What follows belongs to an exercise in optimizing a design on an open flow for small area and a short achievable clock period; a production flow would make more cautious choices. Only simulation tests tie the RTL to the original design; equivalence was not proved. No activity file was given, so power comes from the tool's default toggle rates.

north:
## wallace_mult_top
module wallace_mult_top (
	input  wire        clk,
	input  wire        sext_a,
	input  wire        sext_b,
	input  wire [31:0] a,
	input  wire [31:0] b,
	output wire [63:0] out
);
export LEC_CHECK = 0
export CAP_MARGIN = 20
export CORE_MARGIN = 2
export CORE_UTILIZATION = 60
export SETUP_SLACK_MARGIN = 3.85
export SLEW_MARGIN = 20
export SYNTH_HIERARCHICAL = 1
export SYNTH_MINIMUM_KEEP_SIZE = 0
create_clock -name core_clock -period 8.5 [get_ports {clk}]
standard.sh (not shown) runs the stock make flow with config.mk's settings and CLKGATE_MAP_FILE= SYNTH_SCRIPT=/design/flow/synth_recipe.tcl, a recipe that flattens the netlist after the stock synthesis.
==> flow/flow/run.sh <==
#!/bin/bash
# The standard layout (standard.sh, with the standard flow's synthesis and settings), except that
# the port buffers that global placement inserts are buf_1 cells instead of the
# default choice. make's own output goes to standard.log; each tool's log is under
# orfs/logs/.
set -euo pipefail
bash standard.sh 'BUFFER_PORTS_ARGS=-buffer_cell sky130_fd_sc_hd__buf_1' finish > standard.log 2>&1
north | stages: all done | timing, DRC, antenna: all pass
Input-level comparison between south and north:
- a change of SETUP_SLACK_MARGIN from 3.85 to 4.0
- a change of CORE_UTILIZATION from 60 to 65
Findings:
Reported for north and south, number of gates on the worst path with buffers counted turned out identical to the last digit. Between south and north, the total design power does not differ in any meaningful way. Going from north to south, setup slack after layout decreased by 0.011 ns relative to the old numbers; netlist area before placement closely matched the old numbers. south vs north: global-route usage up in south. south — clock period minus final worst setup slack 0.011 ns higher, north as reference. When south is measured against north, its part of the power in the clock network turns out 0.3 points lower. On timing-limited maximum frequency, north and south are basically level. south ended up with a lower wire length than north did. Placement row count: south lower than north.
What east does differently from south at the input level:
- CORE_UTILIZATION changed from 65 to 40
- CTS_CLUSTER_DIAMETER newly set to 200
- CTS_CLUSTER_SIZE newly set to 30
==> flow/run.sh (new file) <==
#!/bin/bash
# synth_recipe.tcl (not shown) runs the flow's synth.tcl, then flattens the netlist and writes it again
# the make line also repeats each setting of config.mk as NAME=value (left out here)
make -C /OpenROAD-flow-scripts/flow DESIGN_CONFIG=/design/flow/config.mk WORK_HOME=/design/flow/orfs CLKGATE_MAP_FILE= SYNTH_SCRIPT=/design/flow/synth_recipe.tcl finish
removed: flow/flow/run.sh
removed: flow/standard.sh
--- outcome ---
- Compared with south, east shows a final cell area excluding filler cells that is 5.6% higher.
- Looking at south and east, the sum of negative setup slack is a wash.
- Delta (east minus south): initial antenna violation count now sits higher, switching power as a share of total power now sits lower, met1 layer wirelength in the final routing now sits higher.
- As far as sequential element share of the synthesized area goes, east and south are indistinguishable; the numbers are identical.
- Higher via count goes to east over south.
- Delta (east minus south): detailed-route wire length increased 6900 um; total power of the final layout now sits higher; overall global routing resource usage saw a decrease.
The inputs of west differ from those of east as listed below.
- CTS_CLUSTER_SIZE removed (was 30)
- SETUP_SLACK_MARGIN changed from 4.0 to 4.15
- CORE_UTILIZATION changed from 40 to 60
- CTS_CLUSTER_DIAMETER removed (was 200)
==> flow/flow/run.sh (new file) <==
#!/bin/bash
# The standard layout (standard.sh, with the standard flow's synthesis and settings), except that
# the port buffers that global placement inserts are buf_1 cells instead of the
# default choice. make's own output goes to standard.log; each tool's log is under
# orfs/logs/.
set -euo pipefail
bash standard.sh 'BUFFER_PORTS_ARGS=-buffer_cell sky130_fd_sc_hd__buf_1' finish > standard.log 2>&1
==> flow/standard.sh (new file) <==
#!/bin/bash
# synth_recipe.tcl (not shown) runs the flow's synth.tcl, then flattens the netlist and writes it again
# the make line also repeats each setting of config.mk as NAME=value (left out here)
make -C /OpenROAD-flow-scripts/flow DESIGN_CONFIG=/design/flow/config.mk WORK_HOME=/design/flow/orfs CLKGATE_MAP_FILE= SYNTH_SCRIPT=/design/flow/synth_recipe.tcl "${@:-finish}"
removed: flow/run.sh
## What came out
Delta (west minus east): total design power down about 4.3%; total number of vias went down; total power per unit cell area -7.3 nW/um^2.
[diff] register-to-register slack, west relative to east: improvement
Comparing west against east, there is no change at all in fraction of the yosys area taken by sequential cells.
NOTE wire length after detailed routing east->west decreased by a few percent

[afterwards: timing with drivers on the ports]
The flow's constraints put no driver on any port. The routed layouts listed below were extracted and timed again, unchanged, in two steps. Step 1: set_driving_cell puts a clkbuf_16 on clk and a buf_2 on each other input, an assumption about the parent block. Step 2, shift: input delay + t, output delay - t, t = (earliest + latest rising clock arrival at the registers) / 2. This alone moves slack from input paths to output paths. Slacks: ideal ports / drivers / drivers and shift; pairs: ideal ports / drivers.
| run | shift t [ns] | setup WS [ns] | worst slew at a driven data input, ns |
|---|---|---|---|
| north | 0.570 | 3.915 / 3.853 / 3.969 | 0.07 |
| south | 0.563 | 3.904 / 3.843 / 4.018 | 0.05 |
| east | 0.577 | 3.979 / 3.922 / 4.080 | 0.07 |
| west | 0.578 | 3.945 / 3.887 / 4.214 | 0.07 |
After both steps setup and hold are still met in every run listed.
